From an optimization exercise on the open Yosys and OpenROAD flow, aimed at small area, a short achievable clock period and few clock cycles per item; shortcuts taken in it are not production practice. The RTL was checked by simulation tests, not by an equivalence proof against the original design. Power figures rest on the tool's default switching activity, not on a simulated workload.

==> flow/design.v, too long to show whole: its modules and the start of the top module <==
// module SequentialMultiplier128Bit: 3061 lines
module SequentialMultiplier128Bit(
    input [127:0] a,
    input [127:0] b,
    input reset_n,
    input clk,
    output [255:0] p,
    output done
    );
  // ...
==> flow/flow/run.sh <==
#!/bin/bash
# Own layout flow: the standard ORFS flow (standard.sh, unchanged synthesis) with two
# layout settings changed:
#  - the port buffers that buffer_ports inserts are sky130_fd_sc_hd__buf_1 instead of the
#    delay-type buffer it picks by default (every input and output port still gets a buffer);
#  - MATCH_CELL_FOOTPRINT=0, so the timing repair may resize a cell to one of another width.
# Each tool's full output goes to standard.log here and to ORFS's own logs under orfs/logs.
set -euo pipefail
export BUFFER_PORTS_ARGS="-buffer_cell sky130_fd_sc_hd__buf_1"
bash standard.sh MATCH_CELL_FOOTPRINT=0 "BUFFER_PORTS_ARGS=-buffer_cell sky130_fd_sc_hd__buf_1" finish > standard.log 2>&1
test -s out/final.def
==> flow/standard.sh <==
#!/bin/bash
# synth_recipe.tcl (not shown) runs the flow's synth.tcl, then flattens the netlist and writes it again
# the make line also repeats each setting of config.mk as NAME=value (left out here)
make -C /OpenROAD-flow-scripts/flow DESIGN_CONFIG=/design/flow/config.mk WORK_HOME=/design/flow/orfs CLKGATE_MAP_FILE= SYNTH_SCRIPT=/design/flow/synth_recipe.tcl "${@:-finish}"
==> flow/config.mk <==
export PLATFORM = sky130hd
export DESIGN_NAME = SequentialMultiplier128Bit
export DESIGN_NICKNAME = SequentialMultiplier128Bit
export VERILOG_FILES = /design/flow/design.v
export SDC_FILE = /design/flow/constraint.sdc
export NUM_CORES = 4
export LEC_CHECK = 0
export ABC_AREA = 1
export CAP_MARGIN = 20
export CORE_MARGIN = 2
export CORE_UTILIZATION = 50
export SETUP_SLACK_MARGIN = 2.7
export SLEW_MARGIN = 20
export TNS_END_PERCENT = 5
==> flow/constraint.sdc <==
create_clock -name core_clock -period 5.5 [get_ports {clk}]
set_input_delay 1.1000 -clock core_clock [delete_from_list [all_inputs] [get_ports {clk}]]
set_output_delay 1.1000 -clock core_clock [all_outputs]
set_load 0.01 [all_outputs]
==> impl_metrics.csv, run 1 <==
group,metric,value,unit
logic_synthesis,synthAdderAreaFrac,0.156,
timing,worst_pin_slew,1070,ps
global_routing,use_met2,0.551,
placement,gp_congestion,0.925,
logic_synthesis,synth_top_family_by_area,"simple AND/OR/NAND/NOR gates",
critical_path,crit_path_start,"nz",
final_layout,layout.nonclk_buf_frac,0.0781,
clock_tree,htreeDepth,2,
critical_path,crit_end,"p[182]",
clock_tree,cts.sinks,437,
logic_synthesis,synth-xor-area-share,0.168,
outcome,status,"complete, no violations",
timing,setup_viol,0,
clock_tree,cts_resized,147,
final_layout,finalNetCount,7059,
power_and_ir_drop,clkPwrFrac,0.178,
global_routing,grt_busiest_layer,"met2",
worst_hold_path,min_path_type,"in -> async",
final_layout,layout_common_cells,"nand2_1 (1,256), xor2_1 (659), o22ai_1 (509)",
final_layout,clk_share,0.0390,
critical_path,cp_top_family,"XOR/XNOR gates",
clock_tree,cts_buffers,55,
critical_path,endpoint_kind,"flop",
logic_synthesis,synth.most_common_cell,"nand2_1",
critical_path,cpMaxStageDelayCell,"dfrtp_4",
logic_synthesis,synth_common_cells,"nand2_1 (1,291), xor2_1 (666), inv_1 (515), o22ai_1 (510), a21oi_1 (466)",
detailed_routing,wl_per_cell,22.6,µm
critical_path,crit_arrival,3500,ps
floorplan,die_y,304,µm
final_layout,final_cells,7620,
critical_path,critPathMaxFanout,8,
final_layout,multi_input_area_share,0.613,
final_layout,finalInstanceArea,51900,µm²
logic_synthesis,synth.area.top_cells,"dfxtp_1 (13%), xor2_1 (13%), fa_1 (11%), nand2_1 (11%), edfxtp_1 (8.5%)",
critical_path,cp.required,6130,ps
final_layout,sh_seq_area,0.196,
placement,placed_area,46800,µm²
timing,slew_violations,0,
detailed_routing,wl_met1,70.6,mm
logic_synthesis,synth_ff_type,"dfxtp_1",
final_layout,largest_cell_class,"multi-input combinational cells",
placement,port_buffers,514,
final_layout,final_util,0.580,
Testbench counts, summed over its fixed seeds: cycles 6,912, items 384.
==> inputs of run 2 (changes only) <==
--- a/flow/design.v
+++ b/flow/design.v
@@ -13,33 +13,33 @@
   reg nz;        
   reg [130:0] S, C;
   reg [127:0] pl;
   reg [7:0] Sp;
   reg [7:1] Cp;
   reg nlp;
   reg [1:0] cv;
   reg [3:0] one, two, neg;       
-  reg [3:0] onen, twon, negn;    
+  reg [3:0] negn;    
   wire ld = ~reset_n;
   reg fin;       
   wire last = fin;
   wire [3:0] nneg = ~neg;
   wire [128:0] pp0;
   assign pp0[63:0] = (({64{one[0]}} & b[63:0]) | ({64{two[0]}} & {b[62:0], 1'b0})) ^ {64{neg[0]}};
-  assign pp0[128:64] = ~(({65{onen[0]}} | {1'b1, ~b[127:64]}) & ({65{twon[0]}} | ~b[127:63])) ^ ~{65{negn[0]}};
+  assign pp0[128:64] = ~(({65{one[0]}} & {1'b0, b[127:64]}) | ({65{two[0]}} & b[127:63])) ^ {65{negn[0]}};
   wire [128:0] pp1;
   assign pp1[63:0] = (({64{one[1]}} & b[63:0]) | ({64{two[1]}} & {b[62:0], 1'b0})) ^ {64{neg[1]}};
-  assign pp1[128:64] = ~(({65{onen[1]}} | {1'b1, ~b[127:64]}) & ({65{twon[1]}} | ~b[127:63])) ^ ~{65{negn[1]}};
+  assign pp1[128:64] = ~(({65{one[1]}} & {1'b0, b[127:64]}) | ({65{two[1]}} & b[127:63])) ^ {65{negn[1]}};
   wire [128:0] pp2;
   assign pp2[63:0] = (({64{one[2]}} & b[63:0]) | ({64{two[2]}} & {b[62:0], 1'b0})) ^ {64{neg[2]}};
-  assign pp2[128:64] = ~(({65{onen[2]}} | {1'b1, ~b[127:64]}) & ({65{twon[2]}} | ~b[127:63])) ^ ~{65{negn[2]}};
+  assign pp2[128:64] = ~(({65{one[2]}} & {1'b0, b[127:64]}) | ({65{two[2]}} & b[127:63])) ^ {65{negn[2]}};
   wire [128:0] pp3;
   assign pp3[63:0] = (({64{one[3]}} & b[63:0]) | ({64{two[3]}} & {b[62:0], 1'b0})) ^ {64{neg[3]}};
-  assign pp3[128:64] = ~(({65{onen[3]}} | {1'b1, ~b[127:64]}) & ({65{twon[3]}} | ~b[127:63])) ^ ~{65{negn[3]}};
+  assign pp3[128:64] = ~(({65{one[3]}} & {1'b0, b[127:64]}) | ({65{two[3]}} & b[127:63])) ^ {65{negn[3]}};
   wire [130:0] Sg = nz ? S : {3'b0, b & {128{pl[0]}}};
   wire [130:0] Cg = nz ? C : (131'd1 << 130);
   wire hs0, hc0;
   assign hs0 = Sg[0] ^ Cg[0];
   assign hc0 = Sg[0] & Cg[0];
   wire hs1, hc1;
   assign hs1 = Cg[1] ^ neg[0];
   assign hc1 = Cg[1] & neg[0];
@@ -3033,18 +3033,16 @@
       if (last) done_r <= 1'b1;
       if (fin) shen <= 1'b0;
     end
   end
   always @(posedge clk) begin
     one <= one_n;
     two <= two_n;
     neg <= neg_n;
-    onen <= ~one_n;
-    twon <= ~two_n;
     negn <= ~neg_n;
     S <= Sn[138:8] & {131{~fin}};
     C <= fin ? {3'b0, H} : Cn[138:8];
     if (ld | fin) begin
       Sp <= 8'd0;
       Cp <= 7'd0;
       nlp <= 1'b0;
       cv <= 2'd0;
--- a/flow/config.mk
+++ b/flow/config.mk
@@ -4,11 +4,11 @@
 export VERILOG_FILES = /design/flow/design.v
 export SDC_FILE = /design/flow/constraint.sdc
 export NUM_CORES = 4
 export LEC_CHECK = 0
 export ABC_AREA = 1
 export CAP_MARGIN = 20
 export CORE_MARGIN = 2
 export CORE_UTILIZATION = 50
-export SETUP_SLACK_MARGIN = 2.7
+export SETUP_SLACK_MARGIN = 2.5
 export SLEW_MARGIN = 20
 export TNS_END_PERCENT = 5
==> run 2 against run 1 <==
  * Still clean on timing, DRC and antenna
  * Final area shrank 3.0%
  * Maximum frequency shrank 3.5%
  * Combinational power shrank 5%
  * Utilization shrank 1.3 points
  * Critical endpoint is now p[250]
  * Largest cell class unchanged
==> impl_metrics.csv, run 2 <==
group,metric,value,unit
outcome,status,"complete, no violations",
critical_path,crit_path_start,"b[125]",
critical_path,r2r_end,"p[129]",
logic_synthesis,synth.most_common_cell,"nand2_1",
final_layout,syn2layout_area_growth,12.0,%
timing,hold_viol_final,0,
clock_tree,htreeDepth,2,
logic_synthesis,synth_top_cell_by_area,"xor2_1",
logic_synthesis,syn_area_per_cell,7.47,µm²
logic_synthesis,netlist.area_leader.share,0.131,
final_layout,largest_register_ff_count,129,
detailed_routing,vias,43947,
placement,placed_cells,7320,
critical_path,crit_path_start_kind,"input port",
logic_synthesis,yosysSeqAreaShare,0.221,
logic_synthesis,synth_warnings,1,
detailed_routing,wl_per_cell,22.8,µm
detailed_routing,drt_first_pass_iters,8,
logic_synthesis,synth_common_cells,"nand2_1 (1,306), xor2_1 (674), o22ai_1 (510), inv_1 (495), a21oi_1 (451)",
logic_synthesis,ys_seq_elements,429,
global_routing,grt_pass1_wl,242,mm
final_layout,layout_commonest_cell,"nand2_1",
global_routing,first_global_vias,41329,
critical_path,critPathMaxFanout,8,
power_and_ir_drop,max-vdd-ir-drop,273,µV
critical_path,endpoint_kind,"flop",
critical_path,r2r_cells,11,
clock_tree,insertion_delay,690,ps
critical_path,timing.rr.start,"one[1]",
clock_tree,ctsRootBufferMaster,"clkbuf_16",
final_layout,finalNetCount,6952,
critical_path,cp.required,5990,ps
timing,setup-tns-final,0,ps
final_layout,finalInstanceArea,50300,µm²
final_layout,top_register,"S",
critical_path,crit_arrival,3470,ps
floorplan,coreArea,88800,µm²
placement,placed_area,46700,µm²
timing,slew_violations,0,
critical_path,cpPeakStageDelay,490,ps
timing,fmax,0.336,GHz
global_routing,track_usage,0.332,
floorplan,die_w,304,µm
detailed_routing,drcViolationCount,0,
placement,dp_hpwl,109,mm
critical_path,r2r_setup_slack,2540,ps
detailed_routing,ant_nets,0,
timing,fin_skew,65.1,ps
floorplan,start_util,0.506,
global_routing,grt_overflow,0,
global_routing,grt_max_degree,129,
detailed_routing,wl,171,mm
logic_synthesis,synth.area.top_cells,"xor2_1 (13%), dfxtp_1 (13%), fa_1 (11%), nand2_1 (11%), edfxtp_1 (8.5%)",
logic_synthesis,syn-instance-count,6022,
worst_hold_path,min_path_type,"in -> async",
logic_synthesis,async_reset_ff_frac,0.0210,
timing,worst_pin_slew,1130,ps
detailed_routing,via_per_inst,5.86,
timing,period_share,0.541,
placement,port_buffers,514,
global_routing,antenna_found_initial,9,
timing,setup_viol,0,
timing,rsz0062_at_grt,"true",
floorplan,die_y,304,µm
power_and_ir_drop,power_density,439,nW/µm²
logic_synthesis,synth-edff-count,128,
power_and_ir_drop,p_leak,22.3,nW
critical_path,crit_type,"in -> reg",
final_layout,final_cells,7495,
run,drv_cap,0,
logic_synthesis,synth_cell_types,67,
timing,period_minus_slack,2980,ps
placement,gp_congestion,0.905,
clock_tree,cts.sinks,429,
logic_synthesis,synth_ff_type,"dfxtp_1",
clock_tree,clockBufferDepth,3,
clock_tree,cts_tree,"done",
floorplan,rows,109,
floorplan,io-pin-count,515,
final_layout,drive_gt1_frac,0.0596,
critical_path,crit_path_cell_trace,"buf_1 > inv_1 > o22ai_1 > xor2_1 > fa_1 > xnor2_1 > xnor2_1 > nand2_1 > nand2_1 > nor2_1 > a21oi_2",
clock_tree,clk_pin_slew,60,ps
timing,slew-limit-headroom,0.245,
clock_tree,cts_buffers,54,
logic_synthesis,syn_nets,6689,
logic_synthesis,synth.cell_area,45000,µm²
critical_path,cpMaxStageDelayCell,"fa_1",
final_layout,layout_common_cells,"nand2_1 (1,297), xor2_1 (673), buf_1 (513)",
floorplan,die_area,92300,µm²
detailed_routing,drtIter0Drc,4689,
## run 2: cell count changes in the layout (fill, tap and decap cells not counted), sizes merged, moves of 7 or more
| cell | delta |
|---|---|
| o21ai | -14 |
| and2 | -9 |
| buf | -80 |
| nor3 | +7 |
| a21oi | -14 |
| xnor2 | +11 |
| dfxtp | -8 |
| xor2 | +8 |
| nand3 | -16 |
| nand2 | +29 |
## run 2: timing repair
action,CTS,global route
pin swaps,5,20
setup endpoints to repair,240,192
gates cloned,11,32
resized for setup,103,90
hold buffers,0,0
buffers inserted,13,18
## run 2: power breakdown
group,switching [mW],internal (mW)
sequential,0.841,3.88
clock,1.66,2.24
combinational,8.17,5.34
## run 2: final cells by class
cell class | count | area, µm²
diodes | 2 | 5.00
clock buffers | 77 | 1650
clock inverters | 22 | 270
fillers | 8592 | 38400
inverters | 525 | 2210
multi-input cells | 4658 | 31200
flip-flops and latches | 429 | 9970
well taps | 1165 | 1460
repair buffers | 608 | 3470
repair inverters | 9 | 81.3
## run 2: through the flow
step	util	power, mW	worst slack [ps]	hold slack (ps)
6_report	0.567	22.1	2520	484
2_1_floorplan	-	15.0	2540	420
5_1_grt	0.567	23.7	2360	493
3_3_place_gp	0.526	17.3	1890	436
3_5_place_dp	0.526	17.4	1820	444
4_1_cts	0.556	21.6	2440	457
## run 2: worst max-delay path, delay by kind of cell
family | cells | cell delay, ps
xor gates and xnor gates | 3 | 600
and+or+nand+nor | 3 | 400
AOI/OAI and AO/OA | 2 | 280
adders and majority gates | 1 | 490
buffers and inverters | 2 | 570
## run 2: per-layer routing
| metal | wire, µm | GRT usage | part of all wire |
|---|---|---|---|
| met3 | 16800 | 0.0595 | 0.098 |
| met5 | 91 | 0 | 0.00053 |
| met1 | 70100 | 0.448 | 0.41 |
| met4 | 7230 | 0.108 | 0.042 |
| met2 | 76500 | 0.537 | 0.45 |
## run 2: worst max path at each step
stage	endpoint	slack [ps]	cells after the start
after CTS	p[230]	2440	8
final	p[250]	2520	11
after global placement	p[149]	1890	12
after detailed placement	p[246]	1820	12
after global routing	p[248]	2360	15
after floorplan	p[129]	2540	10
## run 2: logic make-up (layout without fill, tap and decap cells)
| kind of cell | after synthesis | after routing | synth area share |
|---|---|---|---|
| adders and majority gates | 410 | 410 | 0.157 |
| other | 1 | 3 | 0.0000834 |
| AOI/OAI and AO/OA | 1340 | 1340 | 0.176 |
| DFF | 429 | 429 | 0.221 |
| xor gates and xnor gates | 882 | 882 | 0.172 |
| and+or+nand+nor | 2020 | 2025 | 0.184 |
| buffers and inverters | 940 | 1241 | 0.0912 |
Testbench counts of run 2, summed over its fixed seeds: cycles 6,912, items 384.
==> inputs of run 3 (changes only) <==
--- a/flow/config.mk
+++ b/flow/config.mk
@@ -6,9 +6,8 @@
 export NUM_CORES = 4
 export LEC_CHECK = 0
-export ABC_AREA = 1
 export CAP_MARGIN = 20
 export CORE_MARGIN = 2
 export CORE_UTILIZATION = 50
-export SETUP_SLACK_MARGIN = 2.5
+export SETUP_SLACK_MARGIN = 2.7
 export SLEW_MARGIN = 20
 export TNS_END_PERCENT = 5
==> run 3 against run 2 <==
  * Still clean on timing, DRC and antenna
  * Non-clock buffer count up 31
  * Clock skew shrank 38 ps
  * Utilization decreased by 0.19 points
  * Maximum frequency decreased by 13%
  * Sequential power is 0.8% higher
  * Synthesized area down 0.79%
  * Register-to-register slack got worse by 460 ps
  * Largest cell class unchanged
==> impl_metrics.csv, run 3 <==
group,metric,value,unit
floorplan,coreArea,88400,µm²
critical_path,crit_arrival,3910,ps
timing,fin_skew,27.5,ps
worst_hold_path,min_path_type,"reg -> reg",
timing,hold_ws,475,ps
logic_synthesis,synth_mux_area_frac,0.0319,
timing,slew_violations,0,
critical_path,crit_path_start_kind,"flop",
logic_synthesis,synth_warnings,1,
final_layout,syn2layout_area_growth,12.0,%
timing,period_minus_slack,3420,ps
placement,placed_cells,6174,
critical_path,endpoint_kind,"flop",
clock_tree,clockBufferDepth,3,
logic_synthesis,synth_common_cells,"xnor2_1 (672), a22oi_1 (632), nand2_1 (391), xor2_1 (348), clkbuf_1 (318)",
placement,dp_hpwl,109,mm
final_layout,top_register,"S",
timing,rsz0062_at_grt,"true",
power_and_ir_drop,power_density,464,nW/µm²
logic_synthesis,synth-edff-count,128,
timing,fmax,0.293,GHz
floorplan,die_w,303,µm
power_and_ir_drop,p_seq_frac,0.206,
logic_synthesis,synth.cell_area,44600,µm²
logic_synthesis,ys_seq_elements,429,
final_layout,final_cells,6356,
placement,placed_area,46400,µm²
clock_tree,cts.sinks,429,
timing,finalWorstSetupSlack,2080,ps
global_routing,antenna_found_initial,24,
logic_synthesis,synth_top_family_by_area,"XOR/XNOR gates",
logic_synthesis,yosysSeqAreaShare,0.222,
power_and_ir_drop,p_leak,18.4,nW
logic_synthesis,async_reset_ff_frac,0.0210,
logic_synthesis,synth.area.top_cells,"xnor2_1 (13%), dfxtp_1 (13%), fa_1 (11%), a22oi_1 (11%), edfxtp_1 (8.6%)",
timing,hold_viol_final,0,
logic_synthesis,synthAdderAreaFrac,0.188,
detailed_routing,drt_first_pass_iters,6,
final_layout,finalInstanceArea,49900,µm²
detailed_routing,wl,160,mm
run,drv_cap,0,
placement,port_buffers,514,
logic_synthesis,synth_top_cell_by_area,"xnor2_1",
floorplan,io-pin-count,515,
floorplan,die_y,303,µm
timing,period_share,0.621,
global_routing,track_usage,0.338,
clock_tree,ctsRootBufferMaster,"clkbuf_16",
logic_synthesis,netlist.area_leader.share,0.132,
logic_synthesis,synth_ff_type,"dfxtp_1",
global_routing,grt_max_degree,162,
logic_synthesis,synth-xor-area-share,0.200,
outcome,status,"complete, no violations",
placement,place_ws,1660,ps
final_layout,finalNetCount,5810,
logic_synthesis,synth.most_common_cell,"xnor2_1",
critical_path,cp.required,6000,ps
final_layout,drive_gt1_frac,0.109,
power_and_ir_drop,power.total,23.2,mW
final_layout,largest_register_ff_count,129,
final_layout,layout_common_cells,"xnor2_1 (672), a22oi_1 (622), buf_1 (513)",
power_and_ir_drop,netSwitchingFraction,0.452,
critical_path,critPathMaxFanout,5,
detailed_routing,vias,38881,
logic_synthesis,synth_cell_types,81,
logic_synthesis,syn_area_per_cell,8.95,µm²
clock_tree,insertion_delay,640,ps
timing,worst_pin_slew,963,ps
timing,slew-limit-headroom,0.358,
final_layout,final_util,0.565,
clock_tree,cts_buffers,54,
detailed_routing,ant_nets,0,
power_and_ir_drop,p_sw,10.5,mW
critical_path,crit_type,"reg -> reg",
global_routing,grt_overflow,0,
floorplan,rows,109,
global_routing,grt_pass1_wl,238,mm
power_and_ir_drop,clkPwrFrac,0.172,
final_layout,layout_commonest_cell,"xnor2_1",
logic_synthesis,synthSimpleGateAreaFrac,0.0997,
timing,setup_viol,0,
clock_tree,cts-hold-fix-buffers,0,
detailed_routing,drtIter0Drc,3262,
power_and_ir_drop,power.internal,12.7,mW
timing,setup-tns-final,0,ps
logic_synthesis,syn-instance-count,4982,
detailed_routing,drcViolationCount,0,
detailed_routing,wl_per_cell,25.1,µm
power_and_ir_drop,pwr-share-comb,0.622,
placement,gp_congestion,0.913,
clock_tree,cts_tree,"done",
global_routing,first_global_vias,38034,
floorplan,start_util,0.505,
floorplan,die_area,91600,µm²
clock_tree,htreeDepth,2,
power_and_ir_drop,max-vdd-ir-drop,282,µV
logic_synthesis,syn_nets,5649,
detailed_routing,via_per_inst,6.12,
clock_tree,clk_pin_slew,60,ps
logic_synthesis,synth_compound_area_frac,0.194,
run 3: cell types whose count changed after synthesis, sizes merged, moves of 122 or more:
cell / change
xor2: -326
clkbuf: +124
mux2: +122
o22ai: -504
a22oi: +507
inv: -431
a21oi: -233
xnor2: +464
nor2: -137
nand2: -946
maj3: +134
run 3: layout make-up:
type	instances	area (µm²)
Clock buffer	69	1480
Inverter	92	353
Fill cell	8200	38400
Timing Repair Buffer	639	3370
Sequential cell	429	10000
Multi-Input combinational cell	3927	32800
Antenna cell	2	5.00
Clock inverter	33	464
Tap cell	1165	1460
run 3: critical path, stage by stage (launching register included):
cell and delay [ps]:
dfxtp_2 320, inv_2 30, fa_2 380, and3b_2 290, o221ai_4 150, nor4_4 240, o2111a_2 330, o2111a_2 330
o211a_4 270, o21ai_4 90, a21boi_0 490, o21a_1 200, o311ai_0 140
run 3: cell families after synthesis:
logic type / count (synthesis)
AO/OA/AOI/OAI: 1244
other: 1
multiplexers: 127
adder cells (fa/ha/maj): 544
flip-flops: 429
buffers and inverters: 627
XOR/XNOR: 1020
AND/OR/NAND/NOR: 990
run 3: layer usage:
layer	up-vias	wire [µm]	global-route usage
li1	17703	-	-
met1	19255	66200	0.447
met2	1548	74800	0.555
met3	331	13000	0.0668
met4	44	5550	0.107
met5	-	266	0
run 3: worst paths after layout:
check / start / endpoint / slack [ps] / depth (start not counted)
max: cv[1] / p[240] / 2080 / 12
min: done_r / done_r / 480 / 1
max reg2reg: cv[1] / p[240] / 2080 / 12
min reg2reg: done_r / done_r / 480 / 1
max in group asynchronous: reset_n / nz / 3910 / 2
min in group asynchronous: reset_n / done_r / 490 / 1
run 3: timing repair:
| item | 4_1_cts | 5_1_grt |
|---|---|---|
| setup endpoints to repair | 259 | 251 |
| gates resized for setup | 66 | 111 |
| buffers inserted | 38 | 38 |
| gates cloned | 2 | 0 |
| pin swaps | 37 | 38 |
run 3: power groups by stage:
stage               sequential [mW]  clock (mW)  combinational [mW]
CTS                            4.71        4.04                14.1
global placement               4.80           0                13.7
floorplan                      4.25           0                11.6
finish                         4.76        3.99                14.4
detailed placement             4.81           0                13.8
global route                   4.80        4.15                15.8
==> inputs of run 4 (changes only) <==
--- a/flow/config.mk
+++ b/flow/config.mk
@@ -6,7 +6,9 @@
 export NUM_CORES = 4
 export LEC_CHECK = 0
+export ABC_AREA = 1
 export CAP_MARGIN = 20
 export CORE_MARGIN = 2
 export CORE_UTILIZATION = 50
+export CTS_BUF_LIST = sky130_fd_sc_hd__clkbuf_8
 export SETUP_SLACK_MARGIN = 2.7
 export SLEW_MARGIN = 20
==> run 4 against run 3 <==
  * Still clean on timing, DRC and antenna
  * Power shrank 1.5%
  * Via count increased by 14%
  * Flip-flop and latch count is the same
  * Maximum frequency rose by 20%
  * Worst setup slack improved by 560 ps
  * Critical path type unchanged
  * Largest power group unchanged
==> impl_metrics.csv, run 4 <==
group,metric,value,unit
outcome,status,"complete, no violations",
floorplan,io-pin-count,515,
global_routing,first_global_vias,42297,
critical_path,timing.rr.start,"nz",
logic_synthesis,synth_warnings,1,
timing,slew-limit-headroom,0.316,
power_and_ir_drop,power_density,439,nW/µm²
global_routing,track_usage,0.346,
timing,fin_skew,65.8,ps
logic_synthesis,ys_seq_elements,429,
final_layout,layout_commonest_cell,"nand2_1",
clock_tree,cts_buffers,86,
global_routing,antenna_found_initial,9,
logic_synthesis,synth.area.top_cells,"xor2_1 (13%), dfxtp_1 (13%), fa_1 (11%), nand2_1 (11%), edfxtp_1 (8.5%)",
critical_path,r2r_end,"p[135]",
critical_path,critPathMaxFanout,13,
logic_synthesis,synth_common_cells,"nand2_1 (1,306), xor2_1 (674), o22ai_1 (510), inv_1 (495), a21oi_1 (451)",
global_routing,grt_pass1_wl,251,mm
detailed_routing,drtIter0Drc,4340,
timing,hold_viol_final,0,
clock_tree,ctsRootBufferMaster,"clkbuf_8",
detailed_routing,drt_first_pass_iters,8,
timing,setup_viol,0,
placement,placed_cells,7324,
logic_synthesis,synth_cell_types,67,
critical_path,cp.required,6160,ps
floorplan,die_area,92300,µm²
logic_synthesis,syn_nets,6689,
logic_synthesis,synth.most_common_cell,"nand2_1",
floorplan,coreArea,88800,µm²
critical_path,crit_path_start,"nz",
logic_synthesis,synth.cell_area,45000,µm²
logic_synthesis,synth-edff-count,128,
critical_path,r2r_cells,11,
final_layout,largest_register_ff_count,129,
global_routing,grt_max_degree,129,
critical_path,crit_path_start_kind,"flop",
detailed_routing,via_per_inst,5.84,
final_layout,finalInstanceArea,52000,µm²
timing,period_share,0.519,
critical_path,endpoint_kind,"flop",
floorplan,die_w,304,µm
detailed_routing,wl,172,mm
logic_synthesis,synth_top_cell_by_area,"xor2_1",
placement,dp_hpwl,110,mm
power_and_ir_drop,max-vdd-ir-drop,220,µV
final_layout,syn2layout_area_growth,15.6,%
clock_tree,htreeDepth,3,
power_and_ir_drop,power.total,22.8,mW
timing,rsz0062_at_grt,"true",
logic_synthesis,syn-instance-count,6022,
clock_tree,cts.sinks,429,
final_layout,finalNetCount,7049,
floorplan,die_y,304,µm
timing,setup-tns-final,0,ps
final_layout,final_cells,7616,
placement,placed_area,46700,µm²
logic_synthesis,syn_area_per_cell,7.47,µm²
critical_path,critPathMostFrequentCell,"a21oi_1",
logic_synthesis,yosysSeqAreaShare,0.221,
detailed_routing,wl_per_cell,22.6,µm
detailed_routing,ant_nets,0,
floorplan,rows,109,
critical_path,cpMaxStageDelayCell,"fa_1",
logic_synthesis,netlist.area_leader.share,0.131,
critical_path,crit_arrival,3510,ps
final_layout,top_register,"S",
timing,slew_violations,0,
worst_hold_path,min_path_type,"in -> async",
floorplan,start_util,0.506,
critical_path,crit_path_cell_trace,"clkinvlp_4 > nand2_8 > clkinv_16 > buf_16 > a22oi_1 > fa_1 > xnor2_1 > xor2_1 > o21ai_0 > a21oi_1 > a21oi_1",
clock_tree,clk_pin_slew,70,ps
clock_tree,insertion_delay,800,ps
critical_path,crit_type,"reg -> reg",
timing,fmax,0.350,GHz
logic_synthesis,async_reset_ff_frac,0.0210,
timing,worst_pin_slew,1030,ps
final_layout,drive_gt1_frac,0.101,
critical_path,r2r_setup_slack,2650,ps
clock_tree,clockBufferDepth,3,
timing,period_minus_slack,2850,ps
logic_synthesis,synth_ff_type,"dfxtp_1",
placement,port_buffers,514,
run,drv_cap,0,
final_layout,layout_common_cells,"nand2_1 (1,275), xor2_1 (671), inv_1 (516)",
clock_tree,cts_tree,"done",
placement,gp_congestion,0.901,
critical_path,crit_end,"p[135]",
global_routing,grt_overflow,0,
detailed_routing,vias,44464,
power_and_ir_drop,p_leak,23.0,nW
critical_path,cpPeakStageDelay,500,ps
detailed_routing,drcViolationCount,0,
## run 4: through the flow
step                      setup WS (ps)  hold slack [ps]   util
after detailed placement           1560              449  0.526
after floorplan                    2560              420      -
final                              2650              378  0.586
after CTS                          2650              312  0.563
after global placement             1680              452  0.526
after global routing               2560              353  0.586
## run 4: routing by layer
metal,wire length [µm],vias to the layer above,GRT usage
li1,-,20673,-
met1,70100,21064,0.455
met2,76900,2226,0.555
met3,16700,489,0.0764
met4,8210,12,0.133
met5,70,-,0
## run 4: area by class of cell
cell class,instances,area (µm²)
clock inverter,51,478
inverter,525,2200
tap,1165,1460
antenna,4,10.0
timing repair buffer,665,4160
timing repair inverter,16,171
sequential,429,10000
fill,8431,36800
multi-input combinational,4659,32100
clock buffer,102,1400
## run 4: worst max-delay path: cells and delay by family (launching register included)
kind,cells,cell delay [ps]
compound gates,4,600
xor+xnor,2,520
fa+ha+maj,1,500
buf+inv,3,470
flops,1,450
simple gates,1,160
## run 4: cell families (layout without fill, tap and decap cells)
group / after synthesis / in the layout / share of synthesized area
AOI/OAI and AO/OA: 1340 / 1340 / 0.176
xor gates and xnor gates: 882 / 882 / 0.172
adders and majority gates: 410 / 410 / 0.157
buffers and inverters: 940 / 1359 / 0.0912
DFF: 429 / 429 / 0.221
other: 1 / 5 / 0.0000834
and+or+nand+nor: 2020 / 2026 / 0.184
## run 4: what timing repair did
item	in CTS	in global routing
setup endpoints to repair	267	210
cloned	23	27
setup buffers	29	56
gates resized for setup	188	261
pin swaps	17	131
hold buffers	0	0
## run 4: report_power, final
part           switching, mW  internal (mW)  total, mW  leakage [nW]
clock                   1.72           2.00       3.72          1.06
sequential             0.822           3.89       4.72          3.80
combinational           8.45           5.92       14.4          18.1
## run 4: worst min-delay path by stage
stage          startpoint  endpoint  slack (ps)  cells past startpoint
6_report          reset_n        nz         380                      1
5_1_grt           reset_n    cnt[0]         350                      1
3_3_place_gp       done_r    done_r         450                      1
2_1_floorplan      neg[3]    C[128]         420                      1
3_5_place_dp       done_r    done_r         450                      1
4_1_cts           reset_n    cnt[0]         310                      1
==> inputs of run 5 (changes only) <==
--- a/flow/config.mk
+++ b/flow/config.mk
@@ -9,6 +9,6 @@
 export CAP_MARGIN = 20
 export CORE_MARGIN = 2
-export CORE_UTILIZATION = 50
-export CTS_BUF_LIST = sky130_fd_sc_hd__clkbuf_8
+export CORE_UTILIZATION = 65
+export PLACE_DENSITY = 0.7
 export SETUP_SLACK_MARGIN = 2.7
 export SLEW_MARGIN = 20
==> run 5 against run 4 <==
  * Largest cell class unchanged
  * Critical path type unchanged
  * Sequential share of layout area grew 0.33 points
  * Synthesized cell count is the same
  * Critical path depth is the same
  * Count of clock-buffer cells in the layout shrank 33
  * Sequential power is essentially flat
  * Highest routed layer unchanged
  * Final cell count shrank 4.1%
  * Utilization grew 16 points
  * Synthesized area is the same
  * Clock power grew 3%
  * Combinational power is essentially flat
  * Power is essentially flat
==> impl_metrics.csv, run 5 <==
group,metric,value,unit
critical_path,crit_path_start_kind,"flop",
timing,hold_viol_final,0,
power_and_ir_drop,clkPwrFrac,0.167,
timing,setup-tns-final,0,ps
timing,fmax,0.334,GHz
timing,setup_viol,0,
clock_tree,ctsRootBufferMaster,"clkbuf_16",
logic_synthesis,synth-edff-count,128,
global_routing,first_global_vias,41909,
floorplan,die_w,267,µm
detailed_routing,ant_nets,0,
run,drv_cap,0,
floorplan,io-pin-count,515,
detailed_routing,wl_per_cell,22.5,µm
clock_tree,cts_buffers,51,
critical_path,crit_buf_inv,3,
logic_synthesis,synth.most_common_cell,"nand2_1",
detailed_routing,drcViolationCount,0,
global_routing,grt_overflow,0,
logic_synthesis,syn_area_per_cell,7.47,µm²
worst_hold_path,min_path_type,"reg -> reg",
logic_synthesis,synth_common_cells,"nand2_1 (1,306), xor2_1 (674), o22ai_1 (510), inv_1 (495), a21oi_1 (451)",
logic_synthesis,netlist.area_leader.share,0.131,
timing,rsz0062_at_grt,"true",
detailed_routing,via_per_inst,6.19,
critical_path,r2r_end,"S[16]",
global_routing,antenna_found_initial,8,
power_and_ir_drop,max-vdd-ir-drop,310,µV
timing,period_share,0.545,
floorplan,rows,96,
logic_synthesis,synth.area.top_cells,"xor2_1 (13%), dfxtp_1 (13%), fa_1 (11%), nand2_1 (11%), edfxtp_1 (8.5%)",
logic_synthesis,ys_seq_elements,429,
detailed_routing,wl,164,mm
logic_synthesis,synth_top_cell_by_area,"xor2_1",
timing,fin_skew,45.9,ps
critical_path,endpoint_kind,"flop",
clock_tree,insertion_delay,670,ps
critical_path,r2r_cells,11,
critical_path,crit_type,"reg -> reg",
global_routing,track_usage,0.427,
logic_synthesis,synth_ff_type,"dfxtp_1",
critical_path,crit_end,"S[16]",
logic_synthesis,syn-instance-count,6022,
logic_synthesis,async_reset_ff_frac,0.0210,
clock_tree,cts.sinks,429,
power_and_ir_drop,p_sw,10.9,mW
clock_tree,clk_pin_slew,60,ps
final_layout,layout_commonest_cell,"nand2_1",
outcome,status,"complete, no violations",
critical_path,r2r_setup_slack,2500,ps
logic_synthesis,syn_nets,6689,
final_layout,largest_register_ff_count,129,
floorplan,die_area,71300,µm²
critical_path,cpMaxStageDelayCell,"fa_2",
floorplan,die_y,267,µm
power_and_ir_drop,power.internal,11.9,mW
floorplan,coreArea,68600,µm²
logic_synthesis,synth_cell_types,67,
floorplan,start_util,0.656,
power_and_ir_drop,netSwitchingFraction,0.478,
critical_path,crit_arrival,3530,ps
final_layout,top_register,"S",
critical_path,worst-path-stages,11,
final_layout,final_util,0.742,
power_and_ir_drop,pwr-share-comb,0.626,
critical_path,crit_path_start,"nz",
logic_synthesis,synth.cell_area,45000,µm²
final_layout,drive_gt1_frac,0.0837,
global_routing,grt_pass1_wl,237,mm
power_and_ir_drop,p_seq_frac,0.207,
critical_path,cp_top_family,"buffers and inverters",
clock_tree,cts-hold-fix-buffers,0,
placement,gp_congestion,0.945,
timing,period_minus_slack,3000,ps
critical_path,cpPeakStageDelay,500,ps
timing,worst_pin_slew,1240,ps
timing,slew_violations,0,
final_layout,fillCellCount,5567,
global_routing,grt_max_degree,129,
final_layout,finalNetCount,6991,
final_layout,syn2layout_area_growth,13.3,%
final_layout,layout_common_cells,"nand2_1 (1,294), xor2_1 (666), buf_1 (506)",
critical_path,crit_path_cell_trace,"clkinvlp_4 > nand2_8 > clkinv_16 > clkbuf_16 > a22oi_2 > fa_2 > xnor2_2 > xor2_2 > or2_2 > nand2_1 > a21oi_1",
placement,port_buffers,514,
detailed_routing,vias,45209,
clock_tree,cts_tree,"done",
critical_path,timing.rr.start,"nz",
timing,hold_ws,487,ps
logic_synthesis,yosysSeqAreaShare,0.221,
critical_path,critPathMaxFanout,9,
placement,dp_hpwl,104,mm
power_and_ir_drop,power_density,448,nW/µm²
detailed_routing,drt_first_pass_iters,8,
detailed_routing,drtIter0Drc,5021,
clock_tree,clockBufferDepth,3,
power_and_ir_drop,p_leak,22.6,nW
critical_path,cp.required,6030,ps
clock_tree,htreeDepth,2,
timing,slew-limit-headroom,0.166,
logic_synthesis,synth_warnings,1,
[run 5: through the flow]
| stage | setup WS, ps | instance area, µm² | cells | power (mW) |
|---|---|---|---|---|
| final | 2500 | 50900 | 7306 | 22.8 |
| after global routing | 2460 | 50900 | 7304 | 24.2 |
| after CTS | 2590 | 49500 | 7227 | 21.5 |
| after detailed placement | 1530 | 46400 | 7084 | 17.3 |
| after global placement | 1600 | 46400 | 7084 | 17.1 |
| after floorplan | 2560 | 45000 | 6022 | 15.0 |
[run 5: worst min path at each step]
stage / startpoint / endpoint / slack, ps / cells after the start
CTS: done_r / done_r / 480 / 1
floorplan: neg[3] / C[128] / 420 / 1
detailed placement: done_r / done_r / 460 / 1
finish: done_r / done_r / 490 / 1
global route: done_r / done_r / 510 / 1
global placement: neg[3] / C[128] / 440 / 1
[run 5: cells by family after synthesis]
| group | after synthesis | synth area share |
|---|---|---|
| flip-flops | 429 | 0.221 |
| AND/OR/NAND/NOR | 2020 | 0.184 |
| adder cells (fa/ha/maj) | 410 | 0.157 |
| other | 1 | 0.0000834 |
| buffers and inverters | 940 | 0.0912 |
| XOR/XNOR | 882 | 0.172 |
| AO/OA/AOI/OAI | 1340 | 0.176 |
[run 5: what timing repair did]
action / 4_1_cts / 5_1_grt
endpoints found under the setup margin: 267 / 243
resized for setup: 169 / 168
gates cloned: 20 / 20
setup buffers: 27 / 51
pin swaps: 32 / 57
[run 5: metal layers]
layer,routed length (µm),part of all wire,track usage,vias to the layer above
met5,13,0.000079,0,-
met4,11700,0.071,0.242,2
met1,59800,0.36,0.537,20972
met2,71800,0.44,0.673,2974
li1,-,-,-,20529
met3,21100,0.13,0.102,732
[run 5: worst reg2reg max path, cell delays in order (launching register included)]
cell and delay, ps:
dfrtp_4 480, clkinvlp_4 200, nand2_8 180, clkinv_16 140, clkbuf_16 210, a22oi_2 160
fa_2 500, xnor2_2 200, xor2_2 260, or2_2 160, nand2_1 100, a21oi_1 300
[run 5: area by class of cell]
class / count / area [µm²] / share of cell area
antenna: 8 / 20.0 / 0.000393
clock buffer: 69 / 1470 / 0.0289
timing repair buffer: 648 / 3810 / 0.0749
timing repair inverter: 14 / 148 / 0.00290
multi-input combinational: 4655 / 31700 / 0.623
sequential: 429 / 9980 / 0.196
tap: 931 / 1160 / 0.0229
clock inverter: 27 / 407 / 0.00799
inverter: 525 / 2220 / 0.0435
[run 5: power groups by stage]
| stage | clock network (mW) | logic, mW | registers (mW) |
|---|---|---|---|
| after floorplan | 0 | 10.7 | 4.31 |
| after global placement | 0 | 12.3 | 4.76 |
| after detailed placement | 0 | 12.6 | 4.74 |
| after CTS | 3.82 | 13.0 | 4.67 |
| after global routing | 3.95 | 15.5 | 4.73 |
| final | 3.82 | 14.3 | 4.72 |
==> inputs of run 6 (changes only) <==
--- a/flow/config.mk
+++ b/flow/config.mk
@@ -9,7 +9,6 @@
 export CAP_MARGIN = 20
 export CORE_MARGIN = 2
-export CORE_UTILIZATION = 65
-export PLACE_DENSITY = 0.7
-export SETUP_SLACK_MARGIN = 2.7
+export CORE_UTILIZATION = 50
+export SETUP_SLACK_MARGIN = 2.9
 export SLEW_MARGIN = 20
 export TNS_END_PERCENT = 5
==> run 6 against run 5 <==
  * Hold slack worse by 75 ps
  * Clock power is 2% lower
  * Wire length up 5.6%
  * Final area up 4.2%
  * Critical endpoint is now p[247]
  * Largest power group unchanged
==> impl_metrics.csv, run 6 <==
group,metric,value,unit
global_routing,antenna_found_initial,11,
global_routing,track_usage,0.354,
power_and_ir_drop,power_density,442,nW/µm²
final_layout,layout_commonest_cell,"nand2_1",
global_routing,first_global_vias,42290,
logic_synthesis,synth.cell_area,45000,µm²
logic_synthesis,synth.most_common_cell,"nand2_1",
power_and_ir_drop,power.total,23.4,mW
critical_path,critPathMaxFanout,8,
critical_path,critPathMostFrequentCell,"xor2_1",
floorplan,die_y,304,µm
critical_path,endpoint_kind,"flop",
placement,port_buffers,514,
final_layout,top_register,"S",
critical_path,crit_path_start_kind,"input port",
power_and_ir_drop,max-vdd-ir-drop,287,µV
critical_path,crit_arrival,3400,ps
logic_synthesis,synth_cell_types,67,
critical_path,crit_type,"in -> reg",
clock_tree,clockBufferDepth,3,
critical_path,cpMaxStageDelayCell,"fa_1",
clock_tree,cts_buffers,55,
clock_tree,ctsRootBufferMaster,"clkbuf_16",
floorplan,coreArea,88800,µm²
timing,rsz0062_at_grt,"true",
critical_path,cpPeakStageDelay,430,ps
timing,setup_viol,0,
power_and_ir_drop,p_leak,23.1,nW
detailed_routing,vias,44382,
power_and_ir_drop,netSwitchingFraction,0.475,
logic_synthesis,syn_area_per_cell,7.47,µm²
floorplan,rows,109,
power_and_ir_drop,pwr-share-comb,0.640,
timing,worst_pin_slew,982,ps
placement,gp_congestion,0.903,
logic_synthesis,syn_nets,6689,
timing,hold_viol_final,0,
global_routing,grt_overflow,0,
logic_synthesis,synth-edff-count,128,
power_and_ir_drop,clkPwrFrac,0.160,
worst_hold_path,min_path_type,"in -> async",
global_routing,grt_max_degree,129,
logic_synthesis,syn-instance-count,6022,
power_and_ir_drop,p_seq_frac,0.200,
logic_synthesis,netlist.area_leader.share,0.131,
detailed_routing,ant_nets,0,
final_layout,finalNetCount,7068,
clock_tree,cts-hold-fix-buffers,0,
timing,period_minus_slack,2870,ps
critical_path,crit_path_cell_trace,"clkbuf_2 > clkinvlp_4 > buf_4 > o22ai_1 > xor2_1 > fa_1 > nand2_1 > inv_1 > nor2_2 > xor2_1 > o21ai_0 > a21oi_1 > nor2_1",
logic_synthesis,synth_ff_type,"dfxtp_1",
floorplan,die_w,304,µm
timing,setup-tns-final,0,ps
logic_synthesis,synth_top_cell_by_area,"xor2_1",
logic_synthesis,yosysSeqAreaShare,0.221,
detailed_routing,wl_per_cell,22.8,µm
detailed_routing,wl,174,mm
floorplan,io-pin-count,515,
run,drv_cap,0,
final_layout,syn2layout_area_growth,18.0,%
detailed_routing,drt_first_pass_iters,6,
timing,fin_skew,54.7,ps
detailed_routing,drtIter0Drc,4336,
logic_synthesis,synth.area.top_cells,"xor2_1 (13%), dfxtp_1 (13%), fa_1 (11%), nand2_1 (11%), edfxtp_1 (8.5%)",
power_and_ir_drop,p_sw,11.1,mW
floorplan,die_area,92300,µm²
timing,slew-limit-headroom,0.345,
outcome,status,"complete, no violations",
final_layout,largest_register_ff_count,129,
logic_synthesis,ys_seq_elements,429,
detailed_routing,via_per_inst,5.83,
timing,fmax,0.348,GHz
clock_tree,htreeDepth,2,
critical_path,cp.required,6030,ps
clock_tree,cts_tree,"done",
clock_tree,clk_pin_slew,60,ps
timing,slew_violations,0,
timing,period_share,0.522,
final_layout,layout_common_cells,"nand2_1 (1,276), xor2_1 (660), buf_1 (488)",
clock_tree,insertion_delay,680,ps
detailed_routing,drcViolationCount,0,
floorplan,start_util,0.506,
logic_synthesis,synth_warnings,1,
global_routing,grt_pass1_wl,255,mm
power_and_ir_drop,power.internal,12.3,mW
clock_tree,cts.sinks,429,
final_layout,drive_gt1_frac,0.126,
final_layout,final_util,0.597,
logic_synthesis,async_reset_ff_frac,0.0210,
placement,dp_hpwl,109,mm
logic_synthesis,synth_common_cells,"nand2_1 (1,306), xor2_1 (674), o22ai_1 (510), inv_1 (495), a21oi_1 (451)",
## run 6: logic make-up after synthesis
logic type,after synthesis,synth area share
other,1,0.0000834
AO/OA/AOI/OAI,1340,0.176
XOR/XNOR,882,0.172
adder cells (fa/ha/maj),410,0.157
AND/OR/NAND/NOR,2020,0.184
flip-flops,429,0.221
buffers and inverters,940,0.0912
## run 6: layout make-up
cell class	count	area [µm²]
fill	8269	35700
multi-input combinational	4657	32600
sequential	429	10000
timing repair buffer	718	4560
inverter	525	2350
clock buffer	70	1520
tap	1165	1460
clock inverter	30	318
timing repair inverter	15	169
antenna	4	10.0
## run 6: worst max-delay path, delay by kind of cell
family	cells	cell delay, ps
simple gates	3	270
compound gates	3	560
fa+ha+maj	1	430
xor+xnor	2	360
buf+inv	4	640
## run 6: metrics by stage
step	hold WS, ps	worst slack, ps	area (µm²)	instances
after floorplan	420	2600	45100	6022
after global placement	444	1880	46800	7328
after detailed placement	439	1810	46800	7328
after CTS	396	2730	51100	7531
after global routing	422	2590	53000	7612
final	411	2630	53000	7613
## run 6: metal layers
| metal | up-vias | share of wire | GRT usage |
|---|---|---|---|
| met5 | - | 0.00048 | 0 |
| met4 | 12 | 0.051 | 0.154 |
| met3 | 483 | 0.10 | 0.0744 |
| met2 | 2217 | 0.44 | 0.556 |
| met1 | 20974 | 0.41 | 0.470 |
| li1 | 20696 | - | - |
## run 6: power by group through the flow
stage	Combinational [mW]	Clock (mW)	Sequential (mW)
2_1_floorplan	10.7	0	4.31
3_3_place_gp	12.6	0	4.69
3_5_place_dp	12.8	0	4.68
4_1_cts	13.7	3.78	4.64
5_1_grt	16.4	3.90	4.75
6_report	15.0	3.75	4.70
## run 6: worst paths after layout
kind                       cells past startpoint  slack, ps    start     end
max                                           13       2630   b[123]  p[247]
min                                            1        410  reset_n  done_r
max reg2reg                                   12       2690       nz  p[128]
min reg2reg                                    1        480   done_r  done_r
max in group asynchronous                      2       4170  reset_n      nz
min in group core_clock                        1        480   done_r  done_r
## run 6: timing repair
action / CTS / global route
setup buffers: 72 / 64
gates resized for setup: 328 / 258
endpoints found under the setup margin: 268 / 316
pin swaps: 87 / 145
gates cloned: 31 / 14
==> inputs of run 7 (changes only) <==
--- a/flow/config.mk
+++ b/flow/config.mk
@@ -7,8 +7,8 @@
 export LEC_CHECK = 0
 export ABC_AREA = 1
-export CAP_MARGIN = 20
+export CAP_MARGIN = 10
 export CORE_MARGIN = 2
 export CORE_UTILIZATION = 50
-export SETUP_SLACK_MARGIN = 2.9
-export SLEW_MARGIN = 20
+export SETUP_SLACK_MARGIN = 2.7
+export SLEW_MARGIN = 10
 export TNS_END_PERCENT = 5
==> run 7 against run 6 <==
  * Final area down 2.3%
  * Count of clock-buffer cells in the layout up 4
  * Clock power up 2%
  * Global-route usage down 1.0 points
  * Critical path type is now reg -> reg
  * Via count down 0.80%
  * Register-to-register slack better by 20 ps
  * Wire length down 2.5%
  * Critical endpoint is now p[167]
==> impl_metrics.csv, run 7 <==
group,metric,value,unit
logic_synthesis,synth-xor-area-share,0.172,
critical_path,r2r_setup_slack,2710,ps
timing,hold_viol_final,0,
logic_synthesis,synth_top_family_by_area,"simple AND/OR/NAND/NOR gates",
floorplan,io-pin-count,515,
detailed_routing,ant_nets,0,
global_routing,grt_overflow,0,
logic_synthesis,yosysSeqAreaShare,0.221,
floorplan,die_w,304,µm
placement,dp_hpwl,110,mm
timing,hold_ws,465,ps
critical_path,crit_path_start,"nz",
detailed_routing,wl_per_cell,22.4,µm
final_layout,final_cells,7559,
timing,slew-limit-headroom,0.323,
critical_path,cpMaxStageDelayCell,"fa_1",
logic_synthesis,synth_common_cells,"nand2_1 (1,306), xor2_1 (674), o22ai_1 (510), inv_1 (495), a21oi_1 (451)",
placement,placed_cells,7324,
clock_tree,clockBufferDepth,3,
timing,finalWorstSetupSlack,2710,ps
logic_synthesis,async_reset_ff_frac,0.0210,
global_routing,grt_max_degree,129,
critical_path,crit_path_start_kind,"flop",
clock_tree,cts.sinks,429,
clock_tree,cts_buffers,53,
clock_tree,clk_pin_slew,60,ps
final_layout,layout_common_cells,"nand2_1 (1,273), xor2_1 (670), buf_1 (500)",
critical_path,endpoint_kind,"flop",
logic_synthesis,synth_ff_type,"dfxtp_1",
critical_path,crit_arrival,3290,ps
final_layout,drive_gt1_frac,0.103,
critical_path,crit_type,"reg -> reg",
logic_synthesis,synth_warnings,1,
critical_path,cpPeakStageDelay,490,ps
timing,slew_violations,0,
timing,rsz0062_at_grt,"true",
critical_path,critPathMostFrequentCell,"a21oi_1",
final_layout,layout_commonest_cell,"nand2_1",
worst_hold_path,whs_path_depth,1,
logic_synthesis,ys_seq_elements,429,
logic_synthesis,synth_top_cell_by_area,"xor2_1",
floorplan,die_area,92300,µm²
critical_path,cp.required,6000,ps
logic_synthesis,synth_compound_area_frac,0.176,
clock_tree,htreeDepth,2,
logic_synthesis,synth.area.top_cells,"xor2_1 (13%), dfxtp_1 (13%), fa_1 (11%), nand2_1 (11%), edfxtp_1 (8.5%)",
power_and_ir_drop,max-vdd-ir-drop,249,µV
clock_tree,cts_tree,"done",
detailed_routing,drtIter0Drc,3988,
final_layout,fillCellCount,8460,
timing,fmax,0.358,GHz
timing,period_share,0.508,
worst_hold_path,min_to,"C[128]",
placement,gp_congestion,0.901,
detailed_routing,drt_first_pass_iters,6,
logic_synthesis,synth.most_common_cell,"nand2_1",
logic_synthesis,syn-instance-count,6022,
logic_synthesis,netlist.area_leader.share,0.131,
timing,setup_viol,0,
logic_synthesis,synth.cell_area,45000,µm²
timing,setup-tns-final,0,ps
power_and_ir_drop,p_leak,22.7,nW
timing,fin_skew,37.2,ps
logic_synthesis,synth_mux_area_frac,0,
timing,worst_pin_slew,1020,ps
logic_synthesis,synthAdderAreaFrac,0.157,
logic_synthesis,synthSimpleGateAreaFrac,0.184,
floorplan,die_y,304,µm
logic_synthesis,synth_cell_types,67,
run,drv_cap,0,
global_routing,antenna_found_initial,10,
critical_path,timing.rr.start,"nz",
global_routing,grt_pass1_wl,249,mm
critical_path,r2r_end,"p[167]",
final_layout,largest_register_ff_count,129,
detailed_routing,wl,169,mm
timing,period_minus_slack,2790,ps
placement,port_buffers,514,
detailed_routing,vias,44026,
critical_path,critPathMaxFanout,12,
logic_synthesis,syn_nets,6689,
floorplan,start_util,0.506,
worst_hold_path,min-delay-start,"neg[3]",
final_layout,finalNetCount,7013,
floorplan,rows,109,
clock_tree,ctsRootBufferMaster,"clkbuf_16",
floorplan,coreArea,88800,µm²
placement,place_ws,1560,ps
worst_hold_path,min_path_type,"reg -> reg",
critical_path,crit_path_cell_trace,"clkinvlp_4 > nand2_8 > clkinv_16 > buf_16 > a22oi_1 > fa_1 > xnor2_1 > xor2_1 > or2_2 > nand2_1 > a21oi_1 > a21oi_1",
detailed_routing,drcViolationCount,0,
detailed_routing,via_per_inst,5.82,
clock_tree,insertion_delay,670,ps
logic_synthesis,syn_area_per_cell,7.47,µm²
final_layout,top_register,"S",
logic_synthesis,synth-edff-count,128,
outcome,status,"complete, no violations",
global_routing,first_global_vias,41998,
clock_tree,cts-hold-fix-buffers,0,
global_routing,track_usage,0.343,
power_and_ir_drop,power_density,441,nW/µm²
final_layout,syn2layout_area_growth,15.3,%
critical_path,r2r_cells,12,
## run 7: final cells by class
type                       count  area, µm²  area share
antenna                        4       10.0    0.000193
clock buffer                  74       1600      0.0309
clock inverter                25        268     0.00517
inverter                     525       2200      0.0425
multi-input combinational   4656      32000       0.618
sequential                   429      10000       0.194
tap                         1165       1460      0.0281
timing repair buffer         667       4060      0.0783
timing repair inverter        14        155     0.00299
## run 7: critical path, delay by kind of cell, from the launching register on
kind	cells	cell delay, ps
AOI/OAI and AO/OA	3	430
xor gates and xnor gates	2	420
adders and majority gates	1	490
buffers and inverters	3	470
DFF	1	440
and+or+nand+nor	3	340
## run 7: power by group
part           total (mW)  internal, mW  switching, mW
clock network        3.82          2.15           1.67
registers            4.72          3.90          0.821
logic                14.3          5.91           8.41
total                22.9          12.0           10.9
## run 7: logic make-up after synthesis
| logic type | count (synthesis) |
|---|---|
| other | 1 |
| buffers and inverters | 940 |
| and+or+nand+nor | 2020 |
| AOI/OAI and AO/OA | 1340 |
| adders and majority gates | 410 |
| xor gates and xnor gates | 882 |
| DFF | 429 |
## run 7: worst max path at each step
stage	to	slack, ps	cells past startpoint
4_1_cts	p[236]	2660	10
3_3_place_gp	p[149]	1680	12
6_report	p[167]	2710	12
3_5_place_dp	p[149]	1560	12
5_1_grt	p[199]	2590	12
2_1_floorplan	p[246]	2560	12
## run 7: per-stage QoR
| stage | area [µm²] | total power [mW] | util |
|---|---|---|---|
| finish | 51800 | 22.9 | 0.584 |
| global route | 51800 | 24.5 | 0.584 |
| CTS | 49900 | 21.7 | 0.563 |
| detailed placement | 46700 | 17.4 | 0.526 |
| global placement | 46700 | 17.3 | 0.526 |
| floorplan | 45000 | 15.0 | - |
## run 7: what timing repair did
| action | CTS | global route |
|---|---|---|
| pin swaps | 18 | 97 |
| gates cloned | 19 | 20 |
| endpoints found under the setup margin | 267 | 229 |
| resized for setup | 181 | 293 |
| setup buffers | 32 | 61 |
## run 7: routing by layer
metal  wire length [µm]  GRT usage  share of wire  vias to the layer above
met4               7580      0.129          0.045                       10
met3              16700     0.0731          0.099                      428
li1                   -          -              -                    20587
met1              69100      0.452           0.41                    20839
met2              75700      0.553           0.45                     2162
met5                181          0         0.0011                        -
==> inputs of run 8 (changes only) <==
--- a/flow/config.mk
+++ b/flow/config.mk
@@ -7,8 +7,8 @@
 export LEC_CHECK = 0
 export ABC_AREA = 1
-export CAP_MARGIN = 10
+export CAP_MARGIN = 20
 export CORE_MARGIN = 2
 export CORE_UTILIZATION = 50
 export SETUP_SLACK_MARGIN = 2.7
-export SLEW_MARGIN = 10
-export TNS_END_PERCENT = 5
+export SLEW_MARGIN = 20
+export TNS_END_PERCENT = 15
==> run 8 against run 7 <==
  * Flip-flop and latch count unchanged
  * Maximum frequency is 0.34% higher
  * Power is 0.36% higher
  * First-iteration DRC count rose by 2.4%
  * Final area grew 0.37%
  * Sequential power about the same
  * Register-to-register slack is essentially flat
  * Worst setup slack better by 9.5 ps
==> impl_metrics.csv, run 8 <==
group,metric,value,unit
outcome,status,"complete, no violations",
timing,fmax,0.359,GHz
final_layout,final_util,0.586,
logic_synthesis,synth-edff-count,128,
clock_tree,cts_tree,"done",
clock_tree,clk_pin_slew,60,ps
final_layout,largest_register_ff_count,129,
clock_tree,cts_buffers,53,
critical_path,endpoint_kind,"flop",
detailed_routing,drcViolationCount,0,
global_routing,grt_overflow,0,
timing,rsz0062_at_grt,"true",
logic_synthesis,syn-instance-count,6022,
critical_path,cp.required,6020,ps
critical_path,critPathMaxFanout,8,
critical_path,crit_path_start_kind,"input port",
detailed_routing,wl_per_cell,22.5,µm
final_layout,syn2layout_area_growth,15.7,%
final_layout,layout_common_cells,"nand2_1 (1,269), xor2_1 (660), buf_1 (498)",
critical_path,crit_type,"in -> reg",
floorplan,io-pin-count,515,
placement,gp_congestion,0.901,
logic_synthesis,netlist.area_leader.share,0.131,
floorplan,die_area,92300,µm²
final_layout,finalNetCount,7012,
power_and_ir_drop,power_density,441,nW/µm²
critical_path,cpPeakStageDelay,470,ps
logic_synthesis,synth_ff_type,"dfxtp_1",
logic_synthesis,synth.most_common_cell,"nand2_1",
detailed_routing,wl,170,mm
detailed_routing,ant_nets,0,
timing,fin_skew,38.7,ps
clock_tree,htreeDepth,2,
global_routing,grt_max_degree,129,
detailed_routing,drt_first_pass_iters,7,
logic_synthesis,synth_cell_types,67,
logic_synthesis,syn_nets,6689,
logic_synthesis,synth_common_cells,"nand2_1 (1,306), xor2_1 (674), o22ai_1 (510), inv_1 (495), a21oi_1 (451)",
timing,worst_pin_slew,1020,ps
final_layout,layout_commonest_cell,"nand2_1",
logic_synthesis,yosysSeqAreaShare,0.221,
placement,port_buffers,514,
global_routing,grt_pass1_wl,250,mm
worst_hold_path,min_path_type,"reg -> reg",
final_layout,drive_gt1_frac,0.110,
power_and_ir_drop,max-vdd-ir-drop,249,µV
critical_path,crit_buf_inv,2,
placement,placed_area,46700,µm²
logic_synthesis,syn_area_per_cell,7.47,µm²
final_layout,finalInstanceArea,52000,µm²
global_routing,first_global_vias,42088,
logic_synthesis,synth_top_cell_by_area,"xor2_1",
timing,slew-limit-headroom,0.322,
critical_path,cpMaxStageDelayCell,"fa_1",
floorplan,die_w,304,µm
logic_synthesis,synth.cell_area,45000,µm²
detailed_routing,via_per_inst,5.84,
floorplan,coreArea,88800,µm²
power_and_ir_drop,p_leak,22.8,nW
global_routing,antenna_found_initial,9,
timing,hold_ws,479,ps
clock_tree,insertion_delay,670,ps
timing,hold_viol_final,0,
floorplan,start_util,0.506,
critical_path,cp_top_family,"XOR/XNOR gates",
logic_synthesis,synth_warnings,1,
clock_tree,clockBufferDepth,3,
final_layout,top_register,"S",
floorplan,rows,109,
global_routing,track_usage,0.345,
logic_synthesis,async_reset_ff_frac,0.0210,
detailed_routing,drtIter0Drc,4082,
clock_tree,ctsRootBufferMaster,"clkbuf_16",
timing,setup_viol,0,
logic_synthesis,synth.area.top_cells,"xor2_1 (13%), dfxtp_1 (13%), fa_1 (11%), nand2_1 (11%), edfxtp_1 (8.5%)",
clock_tree,cts.sinks,429,
critical_path,crit_path_cell_trace,"buf_1 > clkinvlp_4 > o22ai_2 > xor2_1 > fa_1 > xnor2_1 > xor2_1 > or2_2 > nand2_1 > a21oi_1 > a21oi_1",
timing,period_minus_slack,2780,ps
timing,slew_violations,0,
detailed_routing,vias,44116,
timing,setup-tns-final,0,ps
run,drv_cap,0,
timing,period_share,0.506,
logic_synthesis,ys_seq_elements,429,
placement,dp_hpwl,110,mm
critical_path,crit_arrival,3310,ps
power_and_ir_drop,power.total,22.9,mW
floorplan,die_y,304,µm
[run 8: cell counts after synthesis]
No cell type changed its count.
[run 8: cell families (layout without fill, tap and decap cells)]
family                     count (synthesis)  after routing  share of synthesized area
and+or+nand+nor                         2020           2024                      0.184
AOI/OAI and AO/OA                       1340           1340                      0.176
buffers and inverters                    940           1303                     0.0912
xor gates and xnor gates                 882            882                      0.172
DFF                                      429            429                      0.221
adders and majority gates                410            410                      0.157
other                                      1              3                  0.0000834
[run 8: cell type report]
cell class / instances / area, µm²
multi-input combinational: 4657 / 32300
inverter: 525 / 2190
fill: 8450 / 36800
timing repair inverter: 13 / 141
sequential: 429 / 10000
clock buffer: 74 / 1600
clock inverter: 25 / 268
timing repair buffer: 666 / 4050
antenna: 2 / 5.00
tap: 1165 / 1460
[run 8: repair_timing]
action	in CTS	in global routing
resized for setup	185	341
setup endpoints to repair	267	225
hold buffers	0	0
buffers inserted	33	56
pin swaps	21	113
hold endpoints to repair	0	0
gates cloned	21	21
[run 8: metal layers]
layer / vias up / GRT usage / part of all wire
met4: 10 / 0.130 / 0.043
met1: 20988 / 0.454 / 0.41
met5: - / 0 / 0.00039
li1: 20568 / - / -
met3: 417 / 0.0723 / 0.093
met2: 2133 / 0.555 / 0.45
[run 8: worst paths after layout]
kind                              start  endpoint  slack (ps)  cells after the start
worst max-delay path               b[4]    p[131]        2720                     11
worst max register to register       nz    p[171]        2720                     12
max in group asynchronous       reset_n        nz        4490                      1
min in group asynchronous       reset_n       fin         510                      1
worst min register to register   done_r    done_r         480                      1
worst min-delay path             done_r    done_r         480                      1
[run 8: per-stage QoR]
stage	instances	worst slack, ps
finish	7556	2720
global route	7556	2600
CTS	7477	2660
detailed placement	7324	1560
global placement	7324	1680
floorplan	6022	2560
[run 8: power by group]
group	total [mW]	internal, mW	switching, mW	leakage (nW)
combinational	14.4	5.94	8.45	18.1
sequential	4.73	3.90	0.829	3.80
clock	3.82	2.15	1.67	0.913
==> inputs of run 9 (changes only) <==
--- a/flow/config.mk
+++ b/flow/config.mk
@@ -9,6 +9,6 @@
 export CAP_MARGIN = 20
 export CORE_MARGIN = 2
-export CORE_UTILIZATION = 50
+export CORE_UTILIZATION = 45
 export SETUP_SLACK_MARGIN = 2.7
 export SLEW_MARGIN = 20
-export TNS_END_PERCENT = 15
+export TNS_END_PERCENT = 5
==> run 9 against run 8 <==
  * Still clean on timing, DRC and antenna
  * Final cell count is 2.1% higher
  * Via count up 1.3%
  * Non-clock buffer count increased by 31
  * Wire length is 4.7% higher
  * Worst setup slack lost 28 ps
  * Power is 1.2% higher
  * Maximum frequency decreased by 0.99%
  * Critical path type unchanged
  * Largest cell class unchanged
  * Largest power group unchanged
==> impl_metrics.csv, run 9 <==
group,metric,value,unit
clock_tree,cts.sinks,429,
detailed_routing,drt_first_pass_iters,8,
floorplan,start_util,0.456,
power_and_ir_drop,power.total,23.2,mW
final_layout,largest_register_ff_count,129,
final_layout,layout_common_cells,"nand2_1 (1,277), xor2_1 (664), buf_1 (505)",
worst_hold_path,min_path_type,"in -> async",
floorplan,die_y,320,µm
logic_synthesis,syn_area_per_cell,7.47,µm²
placement,gp_congestion,0.898,
logic_synthesis,synth_ff_type,"dfxtp_1",
power_and_ir_drop,pwr-share-comb,0.632,
timing,worst_pin_slew,931,ps
detailed_routing,via_per_inst,5.79,
logic_synthesis,synth_top_family_by_area,"simple AND/OR/NAND/NOR gates",
critical_path,crit_arrival,3380,ps
logic_synthesis,synth-edff-count,128,
critical_path,cp.required,6070,ps
timing,slew_violations,0,
logic_synthesis,netlist.area_leader.share,0.131,
detailed_routing,ant_nets,0,
timing,rsz0062_at_grt,"true",
final_layout,top_register,"S",
floorplan,rows,115,
timing,period_minus_slack,2810,ps
detailed_routing,drcViolationCount,0,
placement,placed_area,46900,µm²
logic_synthesis,ys_seq_elements,429,
logic_synthesis,async_reset_ff_frac,0.0210,
placement,port_buffers,514,
power_and_ir_drop,netSwitchingFraction,0.476,
final_layout,finalNetCount,7047,
logic_synthesis,synth.most_common_cell,"nand2_1",
logic_synthesis,synth_mux_area_frac,0,
logic_synthesis,yosysSeqAreaShare,0.221,
power_and_ir_drop,p_seq_frac,0.203,
clock_tree,clockBufferDepth,3,
global_routing,grt_max_degree,108,
detailed_routing,wl_per_cell,23.1,µm
logic_synthesis,synth_top_cell_by_area,"xor2_1",
critical_path,crit_type,"in -> reg",
logic_synthesis,syn_nets,6689,
timing,period_share,0.511,
logic_synthesis,synth_cell_types,67,
logic_synthesis,synth.area.top_cells,"xor2_1 (13%), dfxtp_1 (13%), fa_1 (11%), nand2_1 (11%), edfxtp_1 (8.5%)",
global_routing,track_usage,0.312,
global_routing,first_global_vias,41506,
floorplan,die_area,102000,µm²
logic_synthesis,synth_common_cells,"nand2_1 (1,306), xor2_1 (674), o22ai_1 (510), inv_1 (495), a21oi_1 (451)",
power_and_ir_drop,power_density,443,nW/µm²
clock_tree,cts-hold-fix-buffers,0,
floorplan,io-pin-count,515,
detailed_routing,drtIter0Drc,4351,
global_routing,grt_pass1_wl,249,mm
logic_synthesis,synth-xor-area-share,0.172,
run,drv_cap,0,
timing,setup-tns-final,0,ps
clock_tree,insertion_delay,710,ps
clock_tree,htreeDepth,2,
final_layout,finalInstanceArea,52400,µm²
timing,slew-limit-headroom,0.380,
placement,dp_hpwl,109,mm
clock_tree,ctsRootBufferMaster,"clkbuf_16",
timing,hold_viol_final,0,
floorplan,coreArea,98700,µm²
clock_tree,cts_buffers,54,
critical_path,endpoint_kind,"flop",
logic_synthesis,synth_warnings,1,
logic_synthesis,synth_compound_area_frac,0.176,
logic_synthesis,synth.cell_area,45000,µm²
final_layout,drive_gt1_frac,0.105,
timing,fmax,0.356,GHz
logic_synthesis,synthSimpleGateAreaFrac,0.184,
clock_tree,clk_pin_slew,60,ps
final_layout,syn2layout_area_growth,16.6,%
final_layout,layout_commonest_cell,"nand2_1",
logic_synthesis,synthAdderAreaFrac,0.157,
timing,setup_viol,0,
timing,fin_skew,54.1,ps
global_routing,antenna_found_initial,15,
power_and_ir_drop,max-vdd-ir-drop,281,µV
power_and_ir_drop,clkPwrFrac,0.165,
outcome,status,"complete, no violations",
timing,hold_ws,334,ps
detailed_routing,vias,44677,
clock_tree,cts_tree,"done",
floorplan,die_w,320,µm
power_and_ir_drop,p_sw,11.1,mW
detailed_routing,wl,178,mm
power_and_ir_drop,power.internal,12.2,mW
power_and_ir_drop,p_leak,23.0,nW
logic_synthesis,syn-instance-count,6022,
critical_path,critPathMaxFanout,5,
global_routing,grt_overflow,0,
critical_path,crit_path_start_kind,"input port",
[run 9: changes by cell type in the layout (fill, tap and decap cells not counted), moves of 10 or more]
cell / delta
buf_4: +14
buf_6: +11
clkbuf_1: +11
dfxtp_1: +10
inv_1: +26
inv_2: -24
[run 9: cell type report]
type,count,area (µm²)
tap,1287,1610
antenna,7,17.5
sequential,429,10000
timing repair buffer,697,4350
multi-input combinational,4657,32200
clock buffer,82,1580
timing repair inverter,16,159
clock inverter,18,274
fill,9623,46300
inverter,525,2200
[run 9: cell families (layout without fill, tap and decap cells)]
family / Yosys count / after routing
and+or+nand+nor: 2020 / 2024
AOI/OAI and AO/OA: 1340 / 1340
buffers and inverters: 940 / 1338
xor gates and xnor gates: 882 / 882
DFF: 429 / 429
adders and majority gates: 410 / 410
other: 1 / 8
[run 9: through the flow]
step                setup WS, ps   util  cells
floorplan                   2560      -   6022
global placement            1870  0.475   7450
detailed placement          1830  0.475   7450
CTS                         2660  0.510   7607
global route                2590  0.531   7717
finish                      2690  0.531   7718
[run 9: metal layers]
layer / part of all wire / track usage
met3: 0.10 / 0.0684
met5: 0.00033 / 0
met4: 0.046 / 0.111
met2: 0.45 / 0.508
met1: 0.40 / 0.408
[run 9: power by group through the flow]
stage	clock (mW)	combinational, mW	sequential, mW
final	3.82	14.7	4.71
after global routing	3.98	16.1	4.75
after CTS	3.87	13.2	4.66
after detailed placement	0	12.8	4.71
after global placement	0	12.6	4.73
after floorplan	0	10.7	4.31
[run 9: worst paths after layout]
check                        start  endpoint  slack [ps]  depth (start not counted)
setup / recovery              b[4]    p[129]        2690                         11
hold / removal             reset_n    done_r         330                          1
setup reg to reg                nz    p[237]        2710                         11
hold reg to reg             neg[3]    C[128]         430                          1
max in group asynchronous  reset_n        nz        4320                          2
min in group core_clock     neg[3]    C[128]         430                          1
[run 9: timing repair]
action | 4_1_cts | 5_1_grt
cloned | 23 | 35
setup buffers | 34 | 69
gates resized for setup | 224 | 268
endpoints found under the setup margin | 261 | 240
pin swaps | 23 | 117
[run 9: critical path: stages]
cell        delay [ps]
clkbuf_2           170
clkinvlp_4         210
o22ai_1            240
xor2_1             220
fa_1               510
xnor2_1            220
xor2_1             250
or2_2              160
nand2_1             60
a21oi_1            200
a21oi_1             60

Re-timed with assumed drivers on the ports (clkbuf_16 on the clock, buf_2 on other inputs), run 9 has 2.710 ns of setup slack against 2.689 ns with ideal ports, and 1.987 ns once port delays also move by the mid clock arrival of 0.756 ns.
